Context: an optimization exercise on an open-source flow, tuned for a short achievable clock period. The choices shown serve that exercise and are no tape-out recipe.
No run shown here included a check of the RTL's function; only the layout flow was run.
The flow treats the clock pin as an ideal source, which a real chip does not have.
Power and IR drop assume default switching activity.

**design/flow/constraint.sdc**
```tcl
create_clock -name core_clock -period 8.0 [get_ports {CLK}]
set_input_delay 1.6000 -clock core_clock [delete_from_list [all_inputs] [get_ports {CLK}]]
set_output_delay 1.6000 -clock core_clock [all_outputs]
set_load 0.01 [all_outputs]
```
**design/flow/flow/abc_speed.script**
```
strash
&get -n
&st
&if -g -K 6
&syn2
&if -g -K 6
&put
dch -f
map {D}
buffer
upsize {D}
dnsize {D}
stime -p
```
**design/flow/flow/my_synth.tcl**
```tcl
# The standard flow's synthesis script (synth_recipe.tcl), with Yosys's abc pass given our own ABC
# script: SOP balancing before a delay-driven standard-cell map.
proc abc {args} {
  set i [lsearch -exact $args -script]
  if {$i >= 0} { lset args [expr {$i + 1}] $::env(MY_ABC_SCRIPT) }
  yosys abc {*}$args
}
source $::env(FLOW_SYNTH_TCL)
```
**design/flow/config.mk**
```make
export PLATFORM = sky130hd
export DESIGN_NAME = alu
export DESIGN_NICKNAME = alu
export VERILOG_FILES = /design/flow/design.v
export SDC_FILE = /design/flow/constraint.sdc
export NUM_CORES = 4
export LEC_CHECK = 0
export CAP_MARGIN = 20
export CORE_MARGIN = 2
export CORE_UTILIZATION = 40
export SLEW_MARGIN = 20
```
**design/flow/flow/manual_cts.tcl**
```tcl
# One-level clock tree: the clock port drives NBUF clkbuf_16 buffers, each driving the
# flip-flops of one placement region (balanced split by x, then by y).
proc mcts_split {items key} {
  # items: list of {iterm x y}; returns two halves sorted by key index
  set s [lsort -real -index $key $items]
  set n [llength $s]
  set h [expr {$n / 2}]
  return [list [lrange $s 0 [expr {$h - 1}]] [lrange $s $h end]]
}
proc manual_cts {args} {
  set nbuf [expr {[info exists ::env(MCTS_NBUF)] ? $::env(MCTS_NBUF) : 4}]
  set bufm [expr {[info exists ::env(MCTS_BUF)] ? $::env(MCTS_BUF) : "sky130_fd_sc_hd__clkbuf_16"}]
  set block [ord::get_db_block]
  set clknet [[$block findBTerm CLK] getNet]
  set items {}
  foreach it [$clknet getITerms] {
    set b [[$it getInst] getBBox]
    lappend items [list $it [expr {([$b xMin] + [$b xMax]) / 2}] [expr {([$b yMin] + [$b yMax]) / 2}]]
  }
  puts "manual_cts: [llength $items] sinks, $nbuf buffers"
  set groups [list $items]
  # split until nbuf groups: alternate x / y
  set key 1
  while {[llength $groups] < $nbuf} {
    set ng {}
    foreach g $groups { lappend ng {*}[mcts_split $g $key] }
    set groups $ng
    set key [expr {$key == 1 ? 2 : 1}]
  }
  set master [[ord::get_db] findMaster $bufm]
  set k 0
  foreach g $groups {
    set sx 0; set sy 0
    foreach e $g { set sx [expr {$sx + [lindex $e 1]}]; set sy [expr {$sy + [lindex $e 2]}] }
    set cx [expr {int($sx / [llength $g])}]; set cy [expr {int($sy / [llength $g])}]
    set inst [odb::dbInst_create $block $master "clkbuf_m_$k"]
    set net [odb::dbNet_create $block "clknet_m_$k"]
    $net setSigType CLOCK
    [$inst findITerm A] connect $clknet
    [$inst findITerm X] connect $net
    foreach e $g { set it [lindex $e 0]; $it disconnect; $it connect $net }
    $inst setLocation $cx $cy
    $inst setPlacementStatus PLACED
    puts "manual_cts: buffer $k at ($cx, $cy) drives [llength $g] sinks"
    incr k
  }
}
```
**design/flow/standard.sh**
```bash
#!/bin/bash
# synth_recipe.tcl (not shown) runs the flow's synth.tcl, then flattens the netlist and writes it again
# the make line also repeats each setting of config.mk as NAME=value (left out here)
make -C /OpenROAD-flow-scripts/flow DESIGN_CONFIG=/design/flow/config.mk WORK_HOME=/design/flow/orfs CLKGATE_MAP_FILE= SYNTH_SCRIPT=/design/flow/synth_recipe.tcl "${@:-finish}"
```
**design/flow/design.v**
```verilog
module alu(OPA, OPB, CIN, INP_VALID, CLK, RST, CMD, CE, MODE, COUT, OFLOW, RES, G, E, L, ERR);
    input [7:0] OPA, OPB;
    input CLK, RST, CE, MODE, CIN;
    input [1:0] INP_VALID;
    input [3:0] CMD;
    output reg [15:0] RES;
    output reg COUT, OFLOW, G, E, L, ERR;
    wire vab = INP_VALID[0] & INP_VALID[1];
    wire va = INP_VALID[0];
    wire vb = INP_VALID[1];
    wire am = CE & MODE;
    wire lm = CE & ~MODE;
    wire d_add = am & vab & (CMD == 4'd0);
    wire d_sub = am & vab & (CMD == 4'd1);
    wire d_addc = am & vab & (CMD == 4'd2);
    wire d_subc = am & vab & (CMD == 4'd3);
    wire d_inca = am & va & (CMD == 4'd4);
    wire d_deca = am & va & (CMD == 4'd5);
    wire d_incb = am & vb & (CMD == 4'd6);
    wire d_decb = am & vb & (CMD == 4'd7);
    wire d_cmp = am & vab & (CMD == 4'd8);
    wire d_sadd = am & vab & (CMD == 4'd11);
    wire d_ssub = am & vab & (CMD == 4'd12);
    wire d_and = lm & vab & (CMD == 4'd0);
    wire d_nand = lm & vab & (CMD == 4'd1);
    wire d_or = lm & vab & (CMD == 4'd2);
    wire d_nor = lm & vab & (CMD == 4'd3);
    wire d_xor = lm & vab & (CMD == 4'd4);
    wire d_xnor = lm & vab & (CMD == 4'd5);
    wire d_nota = lm & va & (CMD == 4'd6);
    wire d_notb = lm & vb & (CMD == 4'd7);
    wire d_shra = lm & va & (CMD == 4'd8);
    wire d_shla = lm & va & (CMD == 4'd9);
    wire d_shrb = lm & vb & (CMD == 4'd10);
    wire d_shlb = lm & vb & (CMD == 4'd11);
    wire d_rol = lm & vab & (CMD == 4'd12);
    wire d_ror = lm & vab & (CMD == 4'd13);
    wire mul_en = am & vab & (CMD[3:2] == 2'b10) & (CMD[1] ^ CMD[0]);
    wire inc = CMD[0];
    wire [9:0] y = {2'b00, OPB};
    wire [9:0] x1 = inc ? {2'b00, OPA} : {1'b0, OPA, 1'b0};
    wire [9:0] x2 = inc ? {1'b0, OPA, 1'b1} : {OPA, 2'b00};
    wire b0_y0 = inc, b0_y1 = y[0], b0_y2 = y[1];
    wire one0 = b0_y1 ^ b0_y0;               
    wire e0 = b0_y2 ^ b0_y1;                 
    wire pos0 = ~b0_y2 & (b0_y1 | b0_y0);
    wire zm0 = b0_y2 & b0_y1 & b0_y0;
    wire [9:0] row0_d = {10{b0_y2}} ^ (one0 ? x1[9:0] : ({10{e0}} & x2[9:0]));
    wire cor0_d = inc ? (pos0 | zm0) : b0_y2;
    wire b1_y0 = y[1], b1_y1 = y[2], b1_y2 = y[3];
    wire one1 = b1_y1 ^ b1_y0;               
    wire e1 = b1_y2 ^ b1_y1;                 
    wire pos1 = ~b1_y2 & (b1_y1 | b1_y0);
    wire zm1 = b1_y2 & b1_y1 & b1_y0;
    wire [9:0] row1_d = {10{b1_y2}} ^ (one1 ? x1[9:0] : ({10{e1}} & x2[9:0]));
    wire cor1_d = inc ? (pos1 | zm1) : b1_y2;
    wire b2_y0 = y[3], b2_y1 = y[4], b2_y2 = y[5];
    wire one2 = b2_y1 ^ b2_y0;               
    wire e2 = b2_y2 ^ b2_y1;                 
    wire pos2 = ~b2_y2 & (b2_y1 | b2_y0);
    wire zm2 = b2_y2 & b2_y1 & b2_y0;
    wire [9:0] row2_d = {10{b2_y2}} ^ (one2 ? x1[9:0] : ({10{e2}} & x2[9:0]));
    wire cor2_d = inc ? (pos2 | zm2) : b2_y2;
    wire b3_y0 = y[5], b3_y1 = y[6], b3_y2 = y[7];
    wire one3 = b3_y1 ^ b3_y0;               
    wire e3 = b3_y2 ^ b3_y1;                 
    wire pos3 = ~b3_y2 & (b3_y1 | b3_y0);
    wire zm3 = b3_y2 & b3_y1 & b3_y0;
    wire [9:0] row3_d = {10{b3_y2}} ^ (one3 ? x1[9:0] : ({10{e3}} & x2[9:0]));
    wire cor3_d = inc ? (pos3 | zm3) : b3_y2;
    wire b4_y0 = y[7], b4_y1 = y[8], b4_y2 = y[9];
    wire one4 = b4_y1 ^ b4_y0;               
    wire e4 = b4_y2 ^ b4_y1;                 
    wire pos4 = ~b4_y2 & (b4_y1 | b4_y0);
    wire zm4 = b4_y2 & b4_y1 & b4_y0;
    wire [7:0] row4_d = {8{b4_y2}} ^ (one4 ? x1[7:0] : ({8{e4}} & x2[7:0]));
    wire cor4_d = inc ? (pos4 | zm4) : b4_y2;
    reg [9:0] row0_q;
    reg inv0_q, cor0_q;
    reg [9:0] row1_q;
    reg inv1_q, cor1_q;
    reg [9:0] row2_q;
    reg inv2_q, cor2_q;
    reg [9:0] row3_q;
    reg inv3_q, cor3_q;
    reg [7:0] row4_q;
    reg inv4_q, cor4_q;
    reg [7:0] a_q, b_q;
    reg cu_q, cv_q, bmax_cin_q, mul_q;
    reg q_add;
    reg q_sub;
    reg q_addc;
    reg q_subc;
    reg q_inca;
    reg q_deca;
    reg q_incb;
    reg q_decb;
    reg q_cmp;
    reg q_sadd;
    reg q_ssub;
    reg q_and;
    reg q_nand;
    reg q_or;
    reg q_nor;
    reg q_xor;
    reg q_xnor;
    reg q_nota;
    reg q_notb;
    reg q_shra;
    reg q_shla;
    reg q_shrb;
    reg q_shlb;
    reg q_rol;
    reg q_ror;
    always @(posedge CLK) begin
        row0_q <= row0_d;
        inv0_q <= b0_y2;
        cor0_q <= cor0_d;
        row1_q <= row1_d;
        inv1_q <= b1_y2;
        cor1_q <= cor1_d;
        row2_q <= row2_d;
        inv2_q <= b2_y2;
        cor2_q <= cor2_d;
        row3_q <= row3_d;
        inv3_q <= b3_y2;
        cor3_q <= cor3_d;
        row4_q <= row4_d;
        inv4_q <= b4_y2;
        cor4_q <= cor4_d;
        a_q <= OPA;
        b_q <= OPB;
        cu_q <= CIN & ~CMD[3] & CMD[1] & ~CMD[0];           
        cv_q <= ~(CIN & ~CMD[3] & CMD[1] & CMD[0]);   
        bmax_cin_q <= CIN & (&OPB);
        mul_q <= mul_en;
        q_add <= d_add;
        q_sub <= d_sub;
        q_addc <= d_addc;
        q_subc <= d_subc;
        q_inca <= d_inca;
        q_deca <= d_deca;
        q_incb <= d_incb;
        q_decb <= d_decb;
        q_cmp <= d_cmp;
        q_sadd <= d_sadd;
        q_ssub <= d_ssub;
        q_and <= d_and;
        q_nand <= d_nand;
        q_or <= d_or;
        q_nor <= d_nor;
        q_xor <= d_xor;
        q_xnor <= d_xnor;
        q_nota <= d_nota;
        q_notb <= d_notb;
        q_shra <= d_shra;
        q_shla <= d_shla;
        q_shrb <= d_shrb;
        q_shlb <= d_shlb;
        q_rol <= d_rol;
        q_ror <= d_ror;
    end
    wire u_g0 = a_q[0] & b_q[0];
    wire u_p0 = a_q[0] ^ b_q[0];
    wire u_g1 = a_q[1] & b_q[1];
    wire u_p1 = a_q[1] ^ b_q[1];
    wire u_g2 = a_q[2] & b_q[2];
    wire u_p2 = a_q[2] ^ b_q[2];
    wire u_g3 = a_q[3] & b_q[3];
    wire u_p3 = a_q[3] ^ b_q[3];
    wire u_g4 = a_q[4] & b_q[4];
    wire u_p4 = a_q[4] ^ b_q[4];
    wire u_g5 = a_q[5] & b_q[5];
    wire u_p5 = a_q[5] ^ b_q[5];
    wire u_g6 = a_q[6] & b_q[6];
    wire u_p6 = a_q[6] ^ b_q[6];
    wire u_g7 = a_q[7] & b_q[7];
    wire u_p7 = a_q[7] ^ b_q[7];
    wire u_G0c = u_g0 | (u_p0 & cu_q);
    wire u_G0_1 = u_g1 | (u_p1 & u_G0c);
    wire u_G0_2 = u_g2 | (u_p2 & u_g1);
    wire u_P0_2 = u_p2 & u_p1;
    wire u_G0_3 = u_g3 | (u_p3 & u_g2);
    wire u_P0_3 = u_p3 & u_p2;
    wire u_G0_4 = u_g4 | (u_p4 & u_g3);
    wire u_P0_4 = u_p4 & u_p3;
    wire u_G0_5 = u_g5 | (u_p5 & u_g4);
    wire u_P0_5 = u_p5 & u_p4;
    wire u_G0_6 = u_g6 | (u_p6 & u_g5);
    wire u_P0_6 = u_p6 & u_p5;
    wire u_G0_7 = u_g7 | (u_p7 & u_g6);
    wire u_P0_7 = u_p7 & u_p6;
    wire u_G1_2 = u_G0_2 | (u_P0_2 & u_G0c);
    wire u_G1_3 = u_G0_3 | (u_P0_3 & u_G0_1);
    wire u_G1_4 = u_G0_4 | (u_P0_4 & u_G0_2);
    wire u_P1_4 = u_P0_4 & u_P0_2;
    wire u_G1_5 = u_G0_5 | (u_P0_5 & u_G0_3);
    wire u_P1_5 = u_P0_5 & u_P0_3;
    wire u_G1_6 = u_G0_6 | (u_P0_6 & u_G0_4);
    wire u_P1_6 = u_P0_6 & u_P0_4;
    wire u_G1_7 = u_G0_7 | (u_P0_7 & u_G0_5);
    wire u_P1_7 = u_P0_7 & u_P0_5;
    wire u_G2_4 = u_G1_4 | (u_P1_4 & u_G0c);
    wire u_G2_5 = u_G1_5 | (u_P1_5 & u_G0_1);
    wire u_G2_6 = u_G1_6 | (u_P1_6 & u_G1_2);
    wire u_G2_7 = u_G1_7 | (u_P1_7 & u_G1_3);
    wire v_g0 = a_q[0] & ~b_q[0];
    wire v_p0 = a_q[0] ^ ~b_q[0];
    wire v_g1 = a_q[1] & ~b_q[1];
    wire v_p1 = a_q[1] ^ ~b_q[1];
    wire v_g2 = a_q[2] & ~b_q[2];
    wire v_p2 = a_q[2] ^ ~b_q[2];
    wire v_g3 = a_q[3] & ~b_q[3];
    wire v_p3 = a_q[3] ^ ~b_q[3];
    wire v_g4 = a_q[4] & ~b_q[4];
    wire v_p4 = a_q[4] ^ ~b_q[4];
    wire v_g5 = a_q[5] & ~b_q[5];
    wire v_p5 = a_q[5] ^ ~b_q[5];
    wire v_g6 = a_q[6] & ~b_q[6];
    wire v_p6 = a_q[6] ^ ~b_q[6];
    wire v_g7 = a_q[7] & ~b_q[7];
    wire v_p7 = a_q[7] ^ ~b_q[7];
    wire v_G0c = v_g0 | (v_p0 & cv_q);
    wire v_G0_1 = v_g1 | (v_p1 & v_G0c);
    wire v_G0_2 = v_g2 | (v_p2 & v_g1);
    wire v_P0_2 = v_p2 & v_p1;
    wire v_G0_3 = v_g3 | (v_p3 & v_g2);
    wire v_P0_3 = v_p3 & v_p2;
    wire v_G0_4 = v_g4 | (v_p4 & v_g3);
    wire v_P0_4 = v_p4 & v_p3;
    wire v_G0_5 = v_g5 | (v_p5 & v_g4);
    wire v_P0_5 = v_p5 & v_p4;
    wire v_G0_6 = v_g6 | (v_p6 & v_g5);
    wire v_P0_6 = v_p6 & v_p5;
    wire v_G0_7 = v_g7 | (v_p7 & v_g6);
    wire v_P0_7 = v_p7 & v_p6;
    wire v_G1_2 = v_G0_2 | (v_P0_2 & v_G0c);
    wire v_G1_3 = v_G0_3 | (v_P0_3 & v_G0_1);
    wire v_G1_4 = v_G0_4 | (v_P0_4 & v_G0_2);
    wire v_P1_4 = v_P0_4 & v_P0_2;
    wire v_G1_5 = v_G0_5 | (v_P0_5 & v_G0_3);
    wire v_P1_5 = v_P0_5 & v_P0_3;
    wire v_G1_6 = v_G0_6 | (v_P0_6 & v_G0_4);
    wire v_P1_6 = v_P0_6 & v_P0_4;
    wire v_G1_7 = v_G0_7 | (v_P0_7 & v_G0_5);
    wire v_P1_7 = v_P0_7 & v_P0_5;
    wire v_G2_4 = v_G1_4 | (v_P1_4 & v_G0c);
    wire v_G2_5 = v_G1_5 | (v_P1_5 & v_G0_1);
    wire v_G2_6 = v_G1_6 | (v_P1_6 & v_G1_2);
    wire v_G2_7 = v_G1_7 | (v_P1_7 & v_G1_3);
    wire [7:0] su = {(u_p7 ^ u_G2_6), (u_p6 ^ u_G2_5), (u_p5 ^ u_G2_4), (u_p4 ^ u_G1_3), (u_p3 ^ u_G1_2), (u_p2 ^ u_G0_1), (u_p1 ^ u_G0c), (u_p0 ^ cu_q)};
    wire cu8 = u_G2_7;
    wire [7:0] sv = {(v_p7 ^ v_G2_6), (v_p6 ^ v_G2_5), (v_p5 ^ v_G2_4), (v_p4 ^ v_G1_3), (v_p3 ^ v_G1_2), (v_p2 ^ v_G0_1), (v_p1 ^ v_G0c), (v_p0 ^ cv_q)};
    wire cv8 = v_G2_7;
    wire [7:0] ia = a_q + 8'd1;
    wire [7:0] da = a_q - 8'd1;
    wire [7:0] ib = b_q + 8'd1;
    wire [7:0] db = b_q - 8'd1;
    wire s8a = a_q[7] ^ b_q[7] ^ cu8;      
    wire s8s = a_q[7] ^ ~b_q[7] ^ cv8;     
    wire eq = (a_q == b_q);
    wire zsa = ~(|su) & ~s8a;
    wire zss = ~(|sv) & ~s8s;
    wire [15:0] rolv = {a_q, a_q} << b_q[2:0];
    wire [15:0] rorv = {a_q, a_q} >> b_q[2:0];
    wire berr = |b_q[7:3];
    wire [7:0] lo8 =
          ({8{q_add | q_addc | q_sadd}} & su)
        | ({8{q_sub | q_subc | q_ssub}} & sv)
        | ({8{q_inca}} & ia) | ({8{q_deca}} & da) | ({8{q_incb}} & ib) | ({8{q_decb}} & db)
        | ({8{q_and}} & (a_q & b_q)) | ({8{q_nand}} & ~(a_q & b_q))
        | ({8{q_or}} & (a_q | b_q)) | ({8{q_nor}} & ~(a_q | b_q))
        | ({8{q_xor}} & (a_q ^ b_q)) | ({8{q_xnor}} & ~(a_q ^ b_q))
        | ({8{q_nota}} & ~a_q) | ({8{q_notb}} & ~b_q)
        | ({8{q_shra}} & {1'b0, a_q[7:1]}) | ({8{q_shla}} & {a_q[6:0], 1'b0})
        | ({8{q_shrb}} & {1'b0, b_q[7:1]}) | ({8{q_shlb}} & {b_q[6:0], 1'b0})
        | ({8{q_rol & ~berr}} & rolv[15:8]) | ({8{q_ror & ~berr}} & rorv[7:0]);
    wire hi = (q_sadd & s8a) | (q_ssub & s8s);
    wire [15:0] other = {{8{hi}}, lo8};
    wire cout_d = ((q_add | q_addc) & cu8) | (q_sadd & s8a) | (q_ssub & s8s);
    wire oflow_d = (q_sub & ~cv8) | (q_subc & ~cv8 & ~bmax_cin_q)
        | (q_deca & (a_q == 8'd0)) | (q_decb & (b_q == 8'd0))
        | (q_sadd & (a_q[7] == b_q[7]) & (su[7] != a_q[7]))
        | (q_ssub & (a_q[7] != b_q[7]) & (sv[7] != a_q[7]));
    wire g_d = (q_cmp & cv8 & ~eq) | (q_sadd & ~s8a & ~zsa) | (q_ssub & ~s8s & ~zss);
    wire e_d = (q_cmp & eq) | (q_sadd & zsa) | (q_ssub & zss);
    wire l_d = (q_cmp & ~cv8) | (q_sadd & s8a) | (q_ssub & s8s);
    wire err_d = (q_rol | q_ror) & berr;
    wire t0s = row0_q[6] ^ row1_q[4];
    wire t0c = row0_q[6] & row1_q[4];
    wire t1s = row0_q[7] ^ row1_q[5];
    wire t1c = row0_q[7] & row1_q[5];
    wire t2s = row0_q[8] ^ row1_q[6] ^ row2_q[4];
    wire t2c = (row0_q[8] & row1_q[6]) | (row0_q[8] & row2_q[4]) | (row1_q[6] & row2_q[4]);
    wire t3s = row3_q[2] ^ row4_q[0];
    wire t3c = row3_q[2] & row4_q[0];
    wire t4s = row0_q[9] ^ row1_q[7] ^ row2_q[5];
    wire t4c = (row0_q[9] & row1_q[7]) | (row0_q[9] & row2_q[5]) | (row1_q[7] & row2_q[5]);
    wire t5s = row3_q[3] ^ row4_q[1];
    wire t5c = row3_q[3] & row4_q[1];
    wire t6s = inv0_q ^ row1_q[8] ^ row2_q[6];
    wire t6c = (inv0_q & row1_q[8]) | (inv0_q & row2_q[6]) | (row1_q[8] & row2_q[6]);
    wire t7s = row3_q[4] ^ row4_q[2];
    wire t7c = row3_q[4] & row4_q[2];
    wire t8s = inv0_q ^ row1_q[9] ^ row2_q[7];
    wire t8c = (inv0_q & row1_q[9]) | (inv0_q & row2_q[7]) | (row1_q[9] & row2_q[7]);
    wire t9s = row3_q[5] ^ row4_q[3];
    wire t9c = row3_q[5] & row4_q[3];
    wire t10s = inv0_q ^ inv1_q ^ row2_q[8];
    wire t10c = (inv0_q & inv1_q) | (inv0_q & row2_q[8]) | (inv1_q & row2_q[8]);
    wire t11s = row3_q[6] ^ row4_q[4];
    wire t11c = row3_q[6] & row4_q[4];
    wire t12s = inv0_q ^ inv1_q ^ row2_q[9];
    wire t12c = (inv0_q & inv1_q) | (inv0_q & row2_q[9]) | (inv1_q & row2_q[9]);
    wire t13s = row3_q[7] ^ row4_q[5];
    wire t13c = row3_q[7] & row4_q[5];
    wire t14s = inv0_q ^ inv1_q ^ inv2_q;
    wire t14c = (inv0_q & inv1_q) | (inv0_q & inv2_q) | (inv1_q & inv2_q);
    wire t15s = row3_q[8] ^ row4_q[6];
    wire t15c = row3_q[8] & row4_q[6];
    wire t16s = inv0_q ^ inv1_q ^ inv2_q;
    wire t16c = (inv0_q & inv1_q) | (inv0_q & inv2_q) | (inv1_q & inv2_q);
    wire t17s = row3_q[9] ^ row4_q[7];
    wire t17c = row3_q[9] & row4_q[7];
    wire t18s = row0_q[4] ^ row1_q[2];
    wire t18c = row0_q[4] & row1_q[2];
    wire t19s = row0_q[5] ^ row1_q[3];
    wire t19c = row0_q[5] & row1_q[3];
    wire t20s = t0s ^ row2_q[2] ^ row3_q[0];
    wire t20c = (t0s & row2_q[2]) | (t0s & row3_q[0]) | (row2_q[2] & row3_q[0]);
    wire t21s = t0c ^ t1s ^ row2_q[3];
    wire t21c = (t0c & t1s) | (t0c & row2_q[3]) | (t1s & row2_q[3]);
    wire t22s = t1c ^ t2s ^ t3s;
    wire t22c = (t1c & t2s) | (t1c & t3s) | (t2s & t3s);
    wire t23s = t2c ^ t3c ^ t4s;
    wire t23c = (t2c & t3c) | (t2c & t4s) | (t3c & t4s);
    wire t24s = t4c ^ t5c ^ t6s;
    wire t24c = (t4c & t5c) | (t4c & t6s) | (t5c & t6s);
    wire t25s = t6c ^ t7c ^ t8s;
    wire t25c = (t6c & t7c) | (t6c & t8s) | (t7c & t8s);
    wire t26s = t8c ^ t9c ^ t10s;
    wire t26c = (t8c & t9c) | (t8c & t10s) | (t9c & t10s);
    wire t27s = t10c ^ t11c ^ t12s;
    wire t27c = (t10c & t11c) | (t10c & t12s) | (t11c & t12s);
    wire t28s = t12c ^ t13c ^ t14s;
    wire t28c = (t12c & t13c) | (t12c & t14s) | (t13c & t14s);
    wire t29s = t14c ^ t15c ^ t16s;
    wire t29c = (t14c & t15c) | (t14c & t16s) | (t15c & t16s);
    wire t30s = row0_q[2] ^ row1_q[0];
    wire t30c = row0_q[2] & row1_q[0];
    wire t31s = row0_q[3] ^ row1_q[1];
    wire t31c = row0_q[3] & row1_q[1];
    wire t32s = t18s ^ row2_q[0] ^ cor2_q;
    wire t32c = (t18s & row2_q[0]) | (t18s & cor2_q) | (row2_q[0] & cor2_q);
    wire t33s = t18c ^ t19s ^ row2_q[1];
    wire t33c = (t18c & t19s) | (t18c & row2_q[1]) | (t19s & row2_q[1]);
    wire t34s = t19c ^ t20s ^ cor3_q;
    wire t34c = (t19c & t20s) | (t19c & cor3_q) | (t20s & cor3_q);
    wire t35s = t20c ^ t21s ^ row3_q[1];
    wire t35c = (t20c & t21s) | (t20c & row3_q[1]) | (t21s & row3_q[1]);
    wire t36s = t21c ^ t22s ^ cor4_q;
    wire t36c = (t21c & t22s) | (t21c & cor4_q) | (t22s & cor4_q);
    wire t37s = t22c ^ t23s ^ t5s;
    wire t37c = (t22c & t23s) | (t22c & t5s) | (t23s & t5s);
    wire t38s = t23c ^ t24s ^ t7s;
    wire t38c = (t23c & t24s) | (t23c & t7s) | (t24s & t7s);
    wire t39s = t24c ^ t25s ^ t9s;
    wire t39c = (t24c & t25s) | (t24c & t9s) | (t25s & t9s);
    wire t40s = t25c ^ t26s ^ t11s;
    wire t40c = (t25c & t26s) | (t25c & t11s) | (t26s & t11s);
    wire t41s = t26c ^ t27s ^ t13s;
    wire t41c = (t26c & t27s) | (t26c & t13s) | (t27s & t13s);
    wire t42s = t27c ^ t28s ^ t15s;
    wire t42c = (t27c & t28s) | (t27c & t15s) | (t28s & t15s);
    wire t43s = t28c ^ t29s ^ t17s;
    wire t43c = (t28c & t29s) | (t28c & t17s) | (t29s & t17s);
    wire f_g0 = row0_q[0] & cor0_q & mul_q;
    wire f_p0 = (row0_q[0] ^ cor0_q) & mul_q;
    wire f_g1 = row0_q[1] & 1'b0 & mul_q;
    wire f_p1 = (row0_q[1] ^ 1'b0) & mul_q;
    wire f_g2 = t30s & cor1_q & mul_q;
    wire f_p2 = (t30s ^ cor1_q) & mul_q;
    wire f_g3 = t30c & t31s & mul_q;
    wire f_p3 = (t30c ^ t31s) & mul_q;
    wire f_g4 = t31c & t32s & mul_q;
    wire f_p4 = (t31c ^ t32s) & mul_q;
    wire f_g5 = t32c & t33s & mul_q;
    wire f_p5 = (t32c ^ t33s) & mul_q;
    wire f_g6 = t33c & t34s & mul_q;
    wire f_p6 = (t33c ^ t34s) & mul_q;
    wire f_g7 = t34c & t35s & mul_q;
    wire f_p7 = (t34c ^ t35s) & mul_q;
    wire f_g8 = t35c & t36s & mul_q;
    wire f_p8 = (t35c ^ t36s) & mul_q;
    wire f_g9 = t36c & t37s & mul_q;
    wire f_p9 = (t36c ^ t37s) & mul_q;
    wire f_g10 = t37c & t38s & mul_q;
    wire f_p10 = (t37c ^ t38s) & mul_q;
    wire f_g11 = t38c & t39s & mul_q;
    wire f_p11 = (t38c ^ t39s) & mul_q;
    wire f_g12 = t39c & t40s & mul_q;
    wire f_p12 = (t39c ^ t40s) & mul_q;
    wire f_g13 = t40c & t41s & mul_q;
    wire f_p13 = (t40c ^ t41s) & mul_q;
    wire f_g14 = t41c & t42s & mul_q;
    wire f_p14 = (t41c ^ t42s) & mul_q;
    wire f_g15 = t42c & t43s & mul_q;
    wire f_p15 = (t42c ^ t43s) & mul_q;
    wire f_G0_1 = f_g1 | (f_p1 & f_g0);
    wire f_G0_2 = f_g2 | (f_p2 & f_g1);
    wire f_P0_2 = f_p2 & f_p1;
    wire f_G0_3 = f_g3 | (f_p3 & f_g2);
    wire f_P0_3 = f_p3 & f_p2;
    wire f_G0_4 = f_g4 | (f_p4 & f_g3);
    wire f_P0_4 = f_p4 & f_p3;
    wire f_G0_5 = f_g5 | (f_p5 & f_g4);
    wire f_P0_5 = f_p5 & f_p4;
    wire f_G0_6 = f_g6 | (f_p6 & f_g5);
    wire f_P0_6 = f_p6 & f_p5;
    wire f_G0_7 = f_g7 | (f_p7 & f_g6);
    wire f_P0_7 = f_p7 & f_p6;
    wire f_G0_8 = f_g8 | (f_p8 & f_g7);
    wire f_P0_8 = f_p8 & f_p7;
    wire f_G0_9 = f_g9 | (f_p9 & f_g8);
    wire f_P0_9 = f_p9 & f_p8;
    wire f_G0_10 = f_g10 | (f_p10 & f_g9);
    wire f_P0_10 = f_p10 & f_p9;
    wire f_G0_11 = f_g11 | (f_p11 & f_g10);
    wire f_P0_11 = f_p11 & f_p10;
    wire f_G0_12 = f_g12 | (f_p12 & f_g11);
    wire f_P0_12 = f_p12 & f_p11;
    wire f_G0_13 = f_g13 | (f_p13 & f_g12);
    wire f_P0_13 = f_p13 & f_p12;
    wire f_G0_14 = f_g14 | (f_p14 & f_g13);
    wire f_P0_14 = f_p14 & f_p13;
    wire f_G0_15 = f_g15 | (f_p15 & f_g14);
    wire f_P0_15 = f_p15 & f_p14;
    wire f_G1_2 = f_G0_2 | (f_P0_2 & f_g0);
    wire f_G1_3 = f_G0_3 | (f_P0_3 & f_G0_1);
    wire f_G1_4 = f_G0_4 | (f_P0_4 & f_G0_2);
    wire f_P1_4 = f_P0_4 & f_P0_2;
    wire f_G1_5 = f_G0_5 | (f_P0_5 & f_G0_3);
    wire f_P1_5 = f_P0_5 & f_P0_3;
    wire f_G1_6 = f_G0_6 | (f_P0_6 & f_G0_4);
    wire f_P1_6 = f_P0_6 & f_P0_4;
    wire f_G1_7 = f_G0_7 | (f_P0_7 & f_G0_5);
    wire f_P1_7 = f_P0_7 & f_P0_5;
    wire f_G1_8 = f_G0_8 | (f_P0_8 & f_G0_6);
    wire f_P1_8 = f_P0_8 & f_P0_6;
    wire f_G1_9 = f_G0_9 | (f_P0_9 & f_G0_7);
    wire f_P1_9 = f_P0_9 & f_P0_7;
    wire f_G1_10 = f_G0_10 | (f_P0_10 & f_G0_8);
    wire f_P1_10 = f_P0_10 & f_P0_8;
    wire f_G1_11 = f_G0_11 | (f_P0_11 & f_G0_9);
    wire f_P1_11 = f_P0_11 & f_P0_9;
    wire f_G1_12 = f_G0_12 | (f_P0_12 & f_G0_10);
    wire f_P1_12 = f_P0_12 & f_P0_10;
    wire f_G1_13 = f_G0_13 | (f_P0_13 & f_G0_11);
    wire f_P1_13 = f_P0_13 & f_P0_11;
    wire f_G1_14 = f_G0_14 | (f_P0_14 & f_G0_12);
    wire f_P1_14 = f_P0_14 & f_P0_12;
    wire f_G1_15 = f_G0_15 | (f_P0_15 & f_G0_13);
    wire f_P1_15 = f_P0_15 & f_P0_13;
    wire f_G2_4 = f_G1_4 | (f_P1_4 & f_g0);
    wire f_G2_5 = f_G1_5 | (f_P1_5 & f_G0_1);
    wire f_G2_6 = f_G1_6 | (f_P1_6 & f_G1_2);
    wire f_G2_7 = f_G1_7 | (f_P1_7 & f_G1_3);
    wire f_G2_8 = f_G1_8 | (f_P1_8 & f_G1_4);
    wire f_P2_8 = f_P1_8 & f_P1_4;
    wire f_G2_9 = f_G1_9 | (f_P1_9 & f_G1_5);
    wire f_P2_9 = f_P1_9 & f_P1_5;
    wire f_G2_10 = f_G1_10 | (f_P1_10 & f_G1_6);
    wire f_P2_10 = f_P1_10 & f_P1_6;
    wire f_G2_11 = f_G1_11 | (f_P1_11 & f_G1_7);
    wire f_P2_11 = f_P1_11 & f_P1_7;
    wire f_G2_12 = f_G1_12 | (f_P1_12 & f_G1_8);
    wire f_P2_12 = f_P1_12 & f_P1_8;
    wire f_G2_13 = f_G1_13 | (f_P1_13 & f_G1_9);
    wire f_P2_13 = f_P1_13 & f_P1_9;
    wire f_G2_14 = f_G1_14 | (f_P1_14 & f_G1_10);
    wire f_P2_14 = f_P1_14 & f_P1_10;
    wire f_G2_15 = f_G1_15 | (f_P1_15 & f_G1_11);
    wire f_P2_15 = f_P1_15 & f_P1_11;
    wire f_G3_8 = f_G2_8 | (f_P2_8 & f_g0);
    wire f_G3_9 = f_G2_9 | (f_P2_9 & f_G0_1);
    wire f_G3_10 = f_G2_10 | (f_P2_10 & f_G1_2);
    wire f_G3_11 = f_G2_11 | (f_P2_11 & f_G1_3);
    wire f_G3_12 = f_G2_12 | (f_P2_12 & f_G2_4);
    wire f_G3_13 = f_G2_13 | (f_P2_13 & f_G2_5);
    wire f_G3_14 = f_G2_14 | (f_P2_14 & f_G2_6);
    wire f_G3_15 = f_G2_15 | (f_P2_15 & f_G2_7);
    wire [15:0] res_d = {((f_p15 | other[15]) ^ f_G3_14), ((f_p14 | other[14]) ^ f_G3_13), ((f_p13 | other[13]) ^ f_G3_12), ((f_p12 | other[12]) ^ f_G3_11), ((f_p11 | other[11]) ^ f_G3_10), ((f_p10 | other[10]) ^ f_G3_9), ((f_p9 | other[9]) ^ f_G3_8), ((f_p8 | other[8]) ^ f_G2_7), ((f_p7 | other[7]) ^ f_G2_6), ((f_p6 | other[6]) ^ f_G2_5), ((f_p5 | other[5]) ^ f_G2_4), ((f_p4 | other[4]) ^ f_G1_3), ((f_p3 | other[3]) ^ f_G1_2), ((f_p2 | other[2]) ^ f_G0_1), ((f_p1 | other[1]) ^ f_g0), ((f_p0 | other[0]) ^ 1'b0)};
    always @(posedge CLK or posedge RST) begin
        if (RST) begin
            RES <= 16'd0;
            COUT <= 1'b0; OFLOW <= 1'b0; G <= 1'b0; E <= 1'b0; L <= 1'b0; ERR <= 1'b0;
        end
        else begin
            RES <= res_d;
            COUT <= cout_d; OFLOW <= oflow_d; G <= g_d; E <= e_d; L <= l_d; ERR <= err_d;
        end
    end
endmodule
```
**design/flow/flow/pre_cts.tcl**
```tcl
# Replace TritonCTS by a one-level clock tree (see manual_cts.tcl): the rest of ORFS's
# CTS step (legalization, timing repair) runs unchanged.
source $::env(MY_FLOW_DIR)/manual_cts.tcl
rename clock_tree_synthesis tritoncts_clock_tree_synthesis
proc clock_tree_synthesis {args} { manual_cts }
```
**design/flow/flow/run.sh**
```bash
#!/bin/bash
# Standard ORFS flow (the standard.sh) with:
#  - the standard flow's synthesis script wrapped so that ABC uses flow/abc_speed.script, and no
#    full-adder cell extraction;
#  - a one-level clock tree (flow/manual_cts.tcl) in place of TritonCTS;
#  - repair_timing aiming well below the 8 ns constraint.
W=$(pwd)
export MY_FLOW_DIR=$W/flow
export MY_ABC_SCRIPT=$W/flow/abc_speed.script
export FLOW_SYNTH_TCL=$W/synth_recipe.tcl
bash standard.sh SYNTH_SCRIPT=$W/flow/my_synth.tcl ADDER_MAP_FILE= ABC_CLOCK_PERIOD_IN_PS=1000 \
  PRE_CTS_TCL=$W/flow/pre_cts.tcl SETUP_SLACK_MARGIN=5.8 CORE_UTILIZATION=65 finish > flow_make.log 2>&1
```
==> impl_metrics.yaml, run 1 <==
status:
  status: "did not finish"
  failed_stage: "5_1_grt"
  firstError: "[ERROR DPL-0038] Utilization greater than 100%, impossible to legalize"
floorplan:
  start_util_pct: 66.4
  die_h_um: 128
  row_count: 45
  ios: 49
  die_w_um: 128
placement:
  place_congestion: 1.13
  hpwlAfterDp_um: 26500
  place_area_mm2: 0.0108
  io_buffers: 48
synth:
  ys.flop_type: "dfxtp_1"
  async_reset_ff_share_pct: 18.3
  syn_inst: 1568
  yosys_warnings: 1
  synth_edf_count: 0
  synthesis.nets: 1595
  syn_avg_cell_area_um2: 6.42
  ys_ff_latch: 120
  synth_cell_type_count: 76
  ys_seq_area_share_pct: 25.0
  synthesis.area_mm2: 0.0101
cts:
  ctsHoldBuffers: 0
sta:
  postGrtWorstEndpoint: "row3_q[7]$_DFF_P_/D"
  endpoint_type: "register input"
global_routing:
  grt_max_degree: 31
-- cell families after synthesis --
group / synth area share [%]
multiplexers: 0.298
flip-flops: 25.0
AO/OA/AOI/OAI: 25.1
buffers and inverters: 8.39
XOR/XNOR: 2.96
AND/OR/NAND/NOR: 38.3
-- cells in the mapped netlist (5+ instances only) --
master	instances	area [um2]
a211oi_1	5	37.5
a21oi_1	85	425
a221oi_1	5	43.8
a22oi_1	16	120
a31oi_1	12	75.1
and2_1	7	43.8
buf_2	13	65.1
buf_6	6	67.6
clkbuf_1	26	97.6
dfrtp_1	22	551
dfxtp_1	98	1960
inv_1	141	529
inv_2	8	30.0
nand2_1	328	1230
nand2_2	9	56.3
nand3_1	150	751
nand3_2	14	140
nand3b_1	6	45.0
nand4_1	68	425
nor2_1	163	612
nor2_2	7	43.8
nor2_4	6	67.6
nor2b_1	7	43.8
nor3_1	27	135
nor4_1	8	50.1
o2111ai_1	12	105
o211ai_1	13	97.6
o21a_1	6	45.0
o21ai_0	99	495
o21ai_1	11	55.1
o221ai_1	35	307
o22ai_1	38	238
or2_2	9	56.3
xnor2_1	11	96.3
xor2_1	23	201
-- power groups by stage --
stage	clock [uW]	sequential (uW)	combinational [uW]
after floorplan	0	689	545
after detailed placement	0	711	691
after global placement	0	710	672
after CTS	182	718	878
-- per-stage QoR --
step,power [uW],setup slack [ns],cells
floorplan,1230,5.44,1568
detailed placement,1400,4.23,1760
CTS,1780,5.17,1898
global placement,1380,4.36,1760
-- worst min path at each step --
| stage | from | endpoint | cells after the start |
|---|---|---|---|
| floorplan | q_ror | ERR | 2 |
| global placement | q_cmp | G | 2 |
| detailed placement | q_cmp | G | 2 |
| CTS | q_cmp | G | 2 |
-- what timing repair did --
action / 4_1_cts
setup buffers: 120
resized for setup: 581
pin swaps: 123
setup endpoints to repair: 162
gates cloned: 14
==> inputs of run 2 (changes only) <==
==> design/flow/flow/run.sh (replaced) <==
#!/bin/bash
# Standard ORFS flow (the standard.sh) with: the standard flow's synthesis script wrapped so that
# ABC uses flow/abc_speed.script, no full-adder cell extraction, and repair_timing aiming
# well below the 8 ns constraint.
W=$(pwd)
export MY_ABC_SCRIPT=$W/flow/abc_speed.script
export FLOW_SYNTH_TCL=$W/synth_recipe.tcl
bash standard.sh SYNTH_SCRIPT=$W/flow/my_synth.tcl ADDER_MAP_FILE= ABC_CLOCK_PERIOD_IN_PS=1000 \
  SETUP_SLACK_MARGIN=5.6 finish > flow_make.log 2>&1
removed: design/flow/flow/manual_cts.tcl
removed: design/flow/flow/pre_cts.tcl
==> run 2 against run 1 <==
The run now finishes clean. Synthesized cell count unchanged. Area after synthesis unchanged.
==> impl_metrics.yaml, run 2 <==
synth:
  async_reset_ff_share_pct: 18.3
  yosys.area_share.simple_pct: 38.3
  synthesis.nets: 1595
  synth-compound-area-share_pct: 25.1
  synthesis.area_mm2: 0.0101
  syn_inst: 1568
  synth_cell_type_count: 76
  synth_xor_area_share_pct: 2.96
  synth_top_family_by_area: "simple AND/OR/NAND/NOR gates"
  ys_seq_area_share_pct: 25.0
  netlist.area_leader.share_pct: 19.5
  synthMuxAreaShare_pct: 0.298
  ys_ff_latch: 120
  syn_avg_cell_area_um2: 6.42
  synth_edf_count: 0
  synth_common_cells: "nand2_1, nor2_1, nand3_1"
  synth_area_leaders: "dfxtp_1, nand2_1, nand3_1"
  post-synth-top-count-cell: "nand2_1"
  yosys_warnings: 1
  synth_top_area_cell: "dfxtp_1"
  synth-adder-area-share_pct: 0
  ys.flop_type: "dfxtp_1"
finish:
  multi_input_area_mm2: 0.00764
  syn2layout_area_growth_pct: 33.6
  final_area_mm2: 0.0134
  nets: 1722
  finish.utilization_pct: 53.8
  n_antenna_cell: 0
  seq_area_mm2: 0.00257
  layout_commonest_cell: "nand2_1"
  top_register: "RES"
  largest_reg_flops: 16
  drive_gt1_share_pct: 26.3
  mostFrequentLayoutCells: "nand2_1, nand3_1, nor2_1"
  nFillCells: 2401
setup_path:
  critPathMostFrequentCell: "buf_12"
  slowest_stage: "clkbuf_4"
  critPathLaunchType: "input port"
  worstPathArrival_ns: 2.91
  crit_path_end_kind: "flip-flop"
  path_cells: "buf_8, buf_12, inv_16, buf_12, nor2_4, a21oi_4, clkinv_4, clkbuf_4, buf_4, o221ai_1"
  worstReg2RegEnd: "RES[13]"
  required_ns: 8.33
  crit_type: "input port to flip-flop"
  reg2regPathDepth: 14
  slowest_delay_ns: 0.20
  worstPathMaxFanout: 6
  ff2ff_setup_slack_ns: 5.58
  reg2reg_from: "b_q[1]"
hold_path:
  hold-path-endpoint: "L"
  hp-start: "q_cmp"
  hold_class: "flip-flop to flip-flop"
  min_path_cells: 2
status:
  status: "complete, no violations"
placement:
  hpwlAfterDp_um: 29500
  io_buffers: 48
  pre_cts_ws_ns: 4.36
  place_congestion: 0.986
  place_area_mm2: 0.0109
routing:
  wl_per_cell_um: 20.8
  drtAntennaViolNets: 0
  post-route-drc-count: 0
  vias: 12338
  dr.pass1.iters: 8
  vias_per_cell: 6.05
  drtIter0Drc: 1317
  totalWireLength_um: 42400
cts:
  clk_path_buf_depth: 2
  cts_sinks: 120
  htreeDepth: 4
  cts_tree: "yes"
  cts-buffers-inserted: 17
  ctsHoldBuffers: 0
  clk_pin_slew_ns: 0.06
  clock_latency_ns: 0.43
  cts-root-buf: "clkbuf_16"
sta:
  setup_tns_ns: 0
  fin_crit_ns: 2.58
  clock.fmax_ghz: 0.387
  setup_violations: 0
  hold_viol: 0
  drv_slew: 0
  whs_ns: 0.492
  worst_pin_slew_ns: 0.613
  skew_ns: 0.0167
  period_share_pct: 32.3
  rsz0062_at_grt: "yes"
  layout_setup_ws_ns: 5.42
  relSlewSlack_pct: 58.7
global_routing:
  grtUsageTotal_pct: 30.6
  overflow: 0
  grt_pass1_vias: 11065
  antenna_found_initial: 0
  grt_max_degree: 35
  grt_pass1_wl_um: 62400
flow_run:
  drv_cap: 0
power_and_ir_drop:
  p_leak_uw: 0.00566
  ir_worst_vdd_v: 0.000117
  cellPowerDensity_mw_per_mm2: 179
floorplan:
  core_area_mm2: 0.0250
  ios: 49
  die_w_um: 163
  row_count: 58
  die_area_mm2: 0.0264
  start_util_pct: 40.3
  die_h_um: 163
## run 2: repair_timing
| action | in CTS | in global routing |
|---|---|---|
| cloned | 8 | 5 |
| setup buffers | 49 | 38 |
| resized for setup | 282 | 190 |
| pin swaps | 20 | 42 |
| endpoints found under the setup margin | 145 | 97 |
## run 2: final cells by class
type,count,share of cell area (%)
clock buffers,20,3.40
repair buffers,151,10.9
multi-input cells,1246,56.9
clock inverters,12,1.21
well taps,330,3.07
inverters,153,5.14
flip-flops and latches,120,19.1
repair inverters,6,0.354
## run 2: worst max path at each step
stage	startpoint	slack (ns)	to
after global placement	OPB[5]	4.36	row3_q[2]
final	CMD[0]	5.42	row2_q[5]
after CTS	RES[4]	5.42	RES[4]
after detailed placement	OPB[1]	4.36	row1_q[6]
after global routing	CMD[0]	5.38	row2_q[5]
after floorplan	CMD[0]	5.44	row2_q[5]
## run 2: through the flow
stage                     instances  power, uW
final                          2038       2400
after detailed placement       1906       1410
after CTS                      1995       2300
after floorplan                1568       1230
after global routing           2038       2520
after global placement         1906       1410
## run 2: logic make-up after synthesis
kind of cell / Yosys count
XOR/XNOR: 34
AND/OR/NAND/NOR: 825
multiplexers: 3
flip-flops: 120
buffers and inverters: 203
AO/OA/AOI/OAI: 383
## run 2: layer usage
metal	vias to the layer above	GRT usage (%)	wire (um)	share of wire (%)
met5	-	0	0	0
met4	0	12.1	1450	3.4
met3	116	7.21	4440	10
met2	642	45.9	18100	43
met1	5746	42.5	18400	43
li1	5834	-	-	-
## run 2: report_power, final
group / internal [uW] / switching [uW] / leakage (uW)
logic: 309 / 548 / 0.00424
registers: 643 / 63.9 / 0.00112
clock network: 512 / 328 / 0.000306
## run 2: critical path: cells and delay by family
family                 cells  cell delay [ns]
AOI/OAI and AO/OA          2             0.36
buffers and inverters      7             0.89
and+or+nand+nor            1             0.05
==> inputs of run 3 (changes only) <==
--- a/design/flow/design.v
+++ b/design/flow/design.v
@@ -43,36 +43,36 @@
     wire b0_y0 = inc, b0_y1 = y[0], b0_y2 = y[1];
-    wire one0 = b0_y1 ^ b0_y0;               
-    wire e0 = b0_y2 ^ b0_y1;                 
-    wire pos0 = ~b0_y2 & (b0_y1 | b0_y0);
-    wire zm0 = b0_y2 & b0_y1 & b0_y0;
-    wire [9:0] row0_d = {10{b0_y2}} ^ (one0 ? x1[9:0] : ({10{e0}} & x2[9:0]));
-    wire cor0_d = inc ? (pos0 | zm0) : b0_y2;
+    wire one0 = mul_en & (b0_y1 ^ b0_y0);
+    wire two0 = mul_en & ((b0_y2 & ~b0_y1 & ~b0_y0) | (~b0_y2 & b0_y1 & b0_y0));
+    wire neg0 = mul_en & b0_y2 & ~(b0_y1 & b0_y0);
+    wire pos0 = mul_en & ~b0_y2 & (b0_y1 | b0_y0);
+    wire [9:0] row0_d = (({10{one0}} & x1[9:0]) | ({10{two0}} & x2[9:0])) ^ {10{neg0}};
+    wire cor0_d = inc ? pos0 : neg0;
     wire b1_y0 = y[1], b1_y1 = y[2], b1_y2 = y[3];
-    wire one1 = b1_y1 ^ b1_y0;               
-    wire e1 = b1_y2 ^ b1_y1;                 
-    wire pos1 = ~b1_y2 & (b1_y1 | b1_y0);
-    wire zm1 = b1_y2 & b1_y1 & b1_y0;
-    wire [9:0] row1_d = {10{b1_y2}} ^ (one1 ? x1[9:0] : ({10{e1}} & x2[9:0]));
-    wire cor1_d = inc ? (pos1 | zm1) : b1_y2;
+    wire one1 = mul_en & (b1_y1 ^ b1_y0);
+    wire two1 = mul_en & ((b1_y2 & ~b1_y1 & ~b1_y0) | (~b1_y2 & b1_y1 & b1_y0));
+    wire neg1 = mul_en & b1_y2 & ~(b1_y1 & b1_y0);
+    wire pos1 = mul_en & ~b1_y2 & (b1_y1 | b1_y0);
+    wire [9:0] row1_d = (({10{one1}} & x1[9:0]) | ({10{two1}} & x2[9:0])) ^ {10{neg1}};
+    wire cor1_d = inc ? pos1 : neg1;
     wire b2_y0 = y[3], b2_y1 = y[4], b2_y2 = y[5];
-    wire one2 = b2_y1 ^ b2_y0;               
-    wire e2 = b2_y2 ^ b2_y1;                 
-    wire pos2 = ~b2_y2 & (b2_y1 | b2_y0);
-    wire zm2 = b2_y2 & b2_y1 & b2_y0;
-    wire [9:0] row2_d = {10{b2_y2}} ^ (one2 ? x1[9:0] : ({10{e2}} & x2[9:0]));
-    wire cor2_d = inc ? (pos2 | zm2) : b2_y2;
+    wire one2 = mul_en & (b2_y1 ^ b2_y0);
+    wire two2 = mul_en & ((b2_y2 & ~b2_y1 & ~b2_y0) | (~b2_y2 & b2_y1 & b2_y0));
+    wire neg2 = mul_en & b2_y2 & ~(b2_y1 & b2_y0);
+    wire pos2 = mul_en & ~b2_y2 & (b2_y1 | b2_y0);
+    wire [9:0] row2_d = (({10{one2}} & x1[9:0]) | ({10{two2}} & x2[9:0])) ^ {10{neg2}};
+    wire cor2_d = inc ? pos2 : neg2;
     wire b3_y0 = y[5], b3_y1 = y[6], b3_y2 = y[7];
-    wire one3 = b3_y1 ^ b3_y0;               
-    wire e3 = b3_y2 ^ b3_y1;                 
-    wire pos3 = ~b3_y2 & (b3_y1 | b3_y0);
-    wire zm3 = b3_y2 & b3_y1 & b3_y0;
-    wire [9:0] row3_d = {10{b3_y2}} ^ (one3 ? x1[9:0] : ({10{e3}} & x2[9:0]));
-    wire cor3_d = inc ? (pos3 | zm3) : b3_y2;
+    wire one3 = mul_en & (b3_y1 ^ b3_y0);
+    wire two3 = mul_en & ((b3_y2 & ~b3_y1 & ~b3_y0) | (~b3_y2 & b3_y1 & b3_y0));
+    wire neg3 = mul_en & b3_y2 & ~(b3_y1 & b3_y0);
+    wire pos3 = mul_en & ~b3_y2 & (b3_y1 | b3_y0);
+    wire [9:0] row3_d = (({10{one3}} & x1[9:0]) | ({10{two3}} & x2[9:0])) ^ {10{neg3}};
+    wire cor3_d = inc ? pos3 : neg3;
     wire b4_y0 = y[7], b4_y1 = y[8], b4_y2 = y[9];
-    wire one4 = b4_y1 ^ b4_y0;               
-    wire e4 = b4_y2 ^ b4_y1;                 
-    wire pos4 = ~b4_y2 & (b4_y1 | b4_y0);
-    wire zm4 = b4_y2 & b4_y1 & b4_y0;
-    wire [7:0] row4_d = {8{b4_y2}} ^ (one4 ? x1[7:0] : ({8{e4}} & x2[7:0]));
-    wire cor4_d = inc ? (pos4 | zm4) : b4_y2;
+    wire one4 = mul_en & (b4_y1 ^ b4_y0);
+    wire two4 = mul_en & ((b4_y2 & ~b4_y1 & ~b4_y0) | (~b4_y2 & b4_y1 & b4_y0));
+    wire neg4 = mul_en & b4_y2 & ~(b4_y1 & b4_y0);
+    wire pos4 = mul_en & ~b4_y2 & (b4_y1 | b4_y0);
+    wire [7:0] row4_d = (({8{one4}} & x1[7:0]) | ({8{two4}} & x2[7:0])) ^ {8{neg4}};
+    wire cor4_d = inc ? pos4 : neg4;
     reg [9:0] row0_q;
@@ -88,3 +88,3 @@
     reg [7:0] a_q, b_q;
-    reg cu_q, cv_q, bmax_cin_q, mul_q;
+    reg cu_q, cv_q, bmax_cin_q;
     reg q_add;
@@ -116,15 +116,15 @@
         row0_q <= row0_d;
-        inv0_q <= b0_y2;
+        inv0_q <= neg0;
         cor0_q <= cor0_d;
         row1_q <= row1_d;
-        inv1_q <= b1_y2;
+        inv1_q <= neg1;
         cor1_q <= cor1_d;
         row2_q <= row2_d;
-        inv2_q <= b2_y2;
+        inv2_q <= neg2;
         cor2_q <= cor2_d;
         row3_q <= row3_d;
-        inv3_q <= b3_y2;
+        inv3_q <= neg3;
         cor3_q <= cor3_d;
         row4_q <= row4_d;
-        inv4_q <= b4_y2;
+        inv4_q <= neg4;
         cor4_q <= cor4_d;
@@ -135,3 +135,2 @@
         bmax_cin_q <= CIN & (&OPB);
-        mul_q <= mul_en;
         q_add <= d_add;
@@ -376,34 +375,34 @@
     wire t43c = (t28c & t29s) | (t28c & t17s) | (t29s & t17s);
-    wire f_g0 = row0_q[0] & cor0_q & mul_q;
-    wire f_p0 = (row0_q[0] ^ cor0_q) & mul_q;
-    wire f_g1 = row0_q[1] & 1'b0 & mul_q;
-    wire f_p1 = (row0_q[1] ^ 1'b0) & mul_q;
-    wire f_g2 = t30s & cor1_q & mul_q;
-    wire f_p2 = (t30s ^ cor1_q) & mul_q;
-    wire f_g3 = t30c & t31s & mul_q;
-    wire f_p3 = (t30c ^ t31s) & mul_q;
-    wire f_g4 = t31c & t32s & mul_q;
-    wire f_p4 = (t31c ^ t32s) & mul_q;
-    wire f_g5 = t32c & t33s & mul_q;
-    wire f_p5 = (t32c ^ t33s) & mul_q;
-    wire f_g6 = t33c & t34s & mul_q;
-    wire f_p6 = (t33c ^ t34s) & mul_q;
-    wire f_g7 = t34c & t35s & mul_q;
-    wire f_p7 = (t34c ^ t35s) & mul_q;
-    wire f_g8 = t35c & t36s & mul_q;
-    wire f_p8 = (t35c ^ t36s) & mul_q;
-    wire f_g9 = t36c & t37s & mul_q;
-    wire f_p9 = (t36c ^ t37s) & mul_q;
-    wire f_g10 = t37c & t38s & mul_q;
-    wire f_p10 = (t37c ^ t38s) & mul_q;
-    wire f_g11 = t38c & t39s & mul_q;
-    wire f_p11 = (t38c ^ t39s) & mul_q;
-    wire f_g12 = t39c & t40s & mul_q;
-    wire f_p12 = (t39c ^ t40s) & mul_q;
-    wire f_g13 = t40c & t41s & mul_q;
-    wire f_p13 = (t40c ^ t41s) & mul_q;
-    wire f_g14 = t41c & t42s & mul_q;
-    wire f_p14 = (t41c ^ t42s) & mul_q;
-    wire f_g15 = t42c & t43s & mul_q;
-    wire f_p15 = (t42c ^ t43s) & mul_q;
+    wire f_g0 = row0_q[0] & cor0_q;
+    wire f_p0 = row0_q[0] ^ cor0_q;
+    wire f_g1 = row0_q[1] & 1'b0;
+    wire f_p1 = row0_q[1] ^ 1'b0;
+    wire f_g2 = t30s & cor1_q;
+    wire f_p2 = t30s ^ cor1_q;
+    wire f_g3 = t30c & t31s;
+    wire f_p3 = t30c ^ t31s;
+    wire f_g4 = t31c & t32s;
+    wire f_p4 = t31c ^ t32s;
+    wire f_g5 = t32c & t33s;
+    wire f_p5 = t32c ^ t33s;
+    wire f_g6 = t33c & t34s;
+    wire f_p6 = t33c ^ t34s;
+    wire f_g7 = t34c & t35s;
+    wire f_p7 = t34c ^ t35s;
+    wire f_g8 = t35c & t36s;
+    wire f_p8 = t35c ^ t36s;
+    wire f_g9 = t36c & t37s;
+    wire f_p9 = t36c ^ t37s;
+    wire f_g10 = t37c & t38s;
+    wire f_p10 = t37c ^ t38s;
+    wire f_g11 = t38c & t39s;
+    wire f_p11 = t38c ^ t39s;
+    wire f_g12 = t39c & t40s;
+    wire f_p12 = t39c ^ t40s;
+    wire f_g13 = t40c & t41s;
+    wire f_p13 = t40c ^ t41s;
+    wire f_g14 = t41c & t42s;
+    wire f_p14 = t41c ^ t42s;
+    wire f_g15 = t42c & t43s;
+    wire f_p15 = t42c ^ t43s;
     wire f_G0_1 = f_g1 | (f_p1 & f_g0);
==> design/flow/run.sh (new file) <==
#!/bin/bash
# synth_recipe.tcl (not shown) runs the flow's synth.tcl, then flattens the netlist and writes it again
# the make line also repeats each setting of config.mk as NAME=value (left out here)
make -C /OpenROAD-flow-scripts/flow DESIGN_CONFIG=/design/flow/config.mk WORK_HOME=/design/flow/orfs CLKGATE_MAP_FILE= SYNTH_SCRIPT=/design/flow/synth_recipe.tcl finish
--- a/design/flow/config.mk
+++ b/design/flow/config.mk
@@ -7,2 +7,3 @@
 export LEC_CHECK = 0
+export ABC_CLOCK_PERIOD_IN_PS = 2500
 export CAP_MARGIN = 20
@@ -10,2 +11,3 @@
 export CORE_UTILIZATION = 40
+export SETUP_SLACK_MARGIN = 5
 export SLEW_MARGIN = 20
removed: design/flow/flow/run.sh
removed: design/flow/flow/abc_speed.script
removed: design/flow/flow/my_synth.tcl
removed: design/flow/standard.sh
==> run 3 against run 2 <==
Flip-flop and latch count up 2. Critical path depth unchanged. Global-route usage down 6.1 points. Highest routed layer unchanged. Critical path type is now flip-flop to flip-flop. Clock skew down 0.0028 ns. Area after synthesis down 13%. Register-to-register slack worse by 0.87 ns. Via count down 38%. Cell count down 35%. Worst hold slack worse by 0.016 ns. Final area down 20%. Worst setup slack worse by 0.71 ns. Critical endpoint is now RES[15].
==> impl_metrics.yaml, run 3 <==
synth:
  ys.flop_type: "dfxtp_1"
  synthesis.nets: 1102
  synth_top_family_by_area: "adder cells"
  synth_edf_count: 0
  synth_area_leaders: "dfxtp_1, ha_1, fa_1"
  synth_cell_type_count: 73
  syn_inst: 978
  synthMuxAreaShare_pct: 6.85
  synth_common_cells: "inv_1, dfxtp_1, nor2_1"
  ys_seq_area_share_pct: 29.3
  netlist.area_leader.share_pct: 23.0
  synth-adder-area-share_pct: 16.6
  async_reset_ff_share_pct: 18.0
  synth-compound-area-share_pct: 15.9
  syn_avg_cell_area_um2: 8.91
  yosys_warnings: 1
  ys_ff_latch: 122
  yosys.area_share.simple_pct: 15.4
  synthesis.area_mm2: 0.00871
  post-synth-top-count-cell: "inv_1"
  synth_top_area_cell: "dfxtp_1"
  synth_xor_area_share_pct: 8.45
routing:
  drtAntennaViolNets: 0
  vias: 7618
  drtIter0Drc: 867
  totalWireLength_um: 27400
  post-route-drc-count: 0
  vias_per_cell: 5.77
  wl_per_cell_um: 20.8
  dr.pass1.iters: 8
power_and_ir_drop:
  p_seq_share_pct: 37.5
  p_clk_share_pct: 46.3
  power.internal_uw: 1200
  ir_worst_vdd_v: 0.000134
  p_leak_uw: 0.00446
  p_sw_uw: 489
  power_frac_comb_pct: 16.2
  cellPowerDensity_mw_per_mm2: 157
  p_sw_share_pct: 28.9
status:
  status: "complete, no violations"
floorplan:
  die_h_um: 152
  row_count: 53
  start_util_pct: 41.0
  die_area_mm2: 0.0230
  die_w_um: 152
  ios: 49
  core_area_mm2: 0.0212
setup_path:
  path_cells: "inv_1, fa_1, fa_1, fa_1, inv_1, ha_1, a21o_1, a41o_4, a31o_4, xnor2_2"
  required_ns: 8.31
  crit_path_end_kind: "flip-flop"
  slowest_delay_ns: 0.52
  slowest_stage: "fa_1"
  critPathMostFrequentCell: "fa_1"
  worstPathArrival_ns: 3.60
  worstPathMaxFanout: 3
  crit_type: "flip-flop to flip-flop"
  critPathLaunchType: "flip-flop"
global_routing:
  antenna_found_initial: 0
  overflow: 0
  grtUsageTotal_pct: 24.5
  grt_max_degree: 33
  grt_pass1_vias: 7339
  grt_pass1_wl_um: 42300
sta:
  drv_slew: 0
  setup_violations: 0
  clock.fmax_ghz: 0.304
  period_share_pct: 41.1
  relSlewSlack_pct: 39.6
  worst_pin_slew_ns: 0.899
  setup_tns_ns: 0
  fin_crit_ns: 3.29
  skew_ns: 0.0139
  rsz0062_at_grt: "yes"
  hold_viol: 0
finish:
  drive_gt1_share_pct: 18.6
  nets: 1156
  top_register: "RES"
  mostFrequentLayoutCells: "inv_1, dfxtp_1, nor2_1"
  layout_commonest_cell: "inv_1"
  largest_reg_flops: 16
  syn2layout_area_growth_pct: 23.9
  n_antenna_cell: 0
  finish.utilization_pct: 50.8
cts:
  clock_latency_ns: 0.43
  clk_pin_slew_ns: 0.06
  cts_sinks: 122
  cts-root-buf: "clkbuf_16"
  htreeDepth: 4
  cts-buffers-inserted: 17
  cts_tree: "yes"
  clk_path_buf_depth: 2
placement:
  hpwlAfterDp_um: 19500
  place_congestion: 0.935
  io_buffers: 48
hold_path:
  hold_class: "flip-flop to flip-flop"
flow_run:
  drv_cap: 0
[run 3: changes by cell type after synthesis, sizes merged, moves of 32 or more]
| cell | previous run | this run |
|---|---|---|
| a21oi | 87 | 47 |
| ha | 0 | 66 |
| inv | 151 | 110 |
| mux2i | 3 | 36 |
| nand2 | 337 | 40 |
| nand3 | 164 | 41 |
| nand4 | 69 | 6 |
| nor2 | 176 | 68 |
| o21ai | 114 | 28 |
| o221ai | 35 | 3 |
| xnor2 | 11 | 63 |
[run 3: per-layer routing]
metal  GRT usage (%)  part of all wire [%]  up-vias
met5               0                     0        -
met1            34.1                    45     3614
met3            6.86                   8.4       80
li1                -                     -     3555
met4            9.44                   3.2        0
met2            36.0                    44      369
[run 3: worst paths after layout]
path / slack [ns] / end / start / depth (start not counted)
hold reg to reg: 0.48 / ERR / q_rol / 1
max in group asynchronous: 5.98 / ERR / RST / 3
min in group asynchronous: 1.53 / RES[14] / RST / 2
hold / removal: 0.48 / ERR / q_rol / 1
setup reg to reg: 4.71 / RES[15] / inv1_q / 10
setup / recovery: 4.71 / RES[15] / inv1_q / 10
[run 3: kinds of logic (layout without fill, tap and decap cells)]
family	after synthesis	in the layout
simple gates	266	267
flops	122	122
fa+ha+maj	97	97
compound gates	202	204
xor+xnor	84	84
buf+inv	159	223
mux	48	48
[run 3: stage by stage]
stage / hold WS (ns) / instances / setup WS (ns) / instance area [um2] / power, uW
final: 0.476 / 1320 / 4.71 / 10800 / 1690
after global routing: 0.506 / 1320 / 4.61 / 10800 / 1760
after CTS: 0.478 / 1317 / 4.72 / 10600 / 1690
after detailed placement: 0.464 / 1263 / 3.71 / 9520 / 890
after global placement: 0.452 / 1262 / 3.76 / 9490 / 888
after floorplan: 0.434 / 978 / 4.80 / 8900 / 810
[run 3: power groups by stage]
stage                     sequential, uW  clock (uW)  combinational (uW)
after floorplan                      642           0                 168
after global placement               648           0                 240
after detailed placement             648           0                 242
after CTS                            635         795                 259
after global routing                 636         826                 295
final                                636         784                 274
[run 3: critical path: cells and delay by family (launching register included)]
family	cells	cell delay (ns)
compound gates	3	0.67
buf+inv	2	0.15
flops	1	0.46
xor+xnor	1	0.12
fa+ha+maj	4	1.77
[run 3: cell type report]
cell class              instances  area (um2)
fillers                      1964       10400
multi-input cells             700        6000
flip-flops and latches        122        2580
repair buffers                 80         826
clock buffers                  18         439
inverters                     111         437
well taps                     275         344
clock inverters                14         159
[run 3: repair_timing]
action | in CTS | in global routing
endpoints found under the setup margin | 69 | 53
hold buffers | 0 | 0
gates cloned | 5 | 1
pin swaps | 13 | 16
buffers inserted | 17 | 2
resized for setup | 89 | 45

[afterwards: timing with drivers on the ports]
No port has a modelled driver above. Below, the same layouts with a new extraction and two added sets of constraints.
Step 1 (the two cells are an assumption about what drives the block):
set clk [get_ports {CLK}]
set_driving_cell -lib_cell sky130_fd_sc_hd__clkbuf_16 $clk
set_driving_cell -lib_cell sky130_fd_sc_hd__buf_2 [delete_from_list [all_inputs] $clk]
Step 2 moves the port delays by t, midway between the first and last clock arrival at a register: inputs arrive t later, outputs are due t later. That takes back most of the time a late clock gives input paths.
a / b / c = ideal ports / drivers / drivers and shift; a / b = the first two.
| run | shift t [ns] | slack for setup (ns) | hold WS [ns] | worst setup path after step 2 | slew at the worst register clock pin (ns) |
|---|---|---|---|---|---|
| run 2 | 0.478 | 5.419 / 5.369 / 4.955 | 0.492 / 0.492 / 0.492 | input to register | 0.07 / 0.07 |
| run 3 | 0.473 | 4.709 / 4.709 / 4.588 | 0.476 / 0.476 / 0.476 | input to register | 0.07 / 0.07 |
After both steps setup and hold are still met in every run listed. For run 2, which loses most, drivers alone change the setup slack by -0.050 ns; drivers and shift together by -0.464 ns.
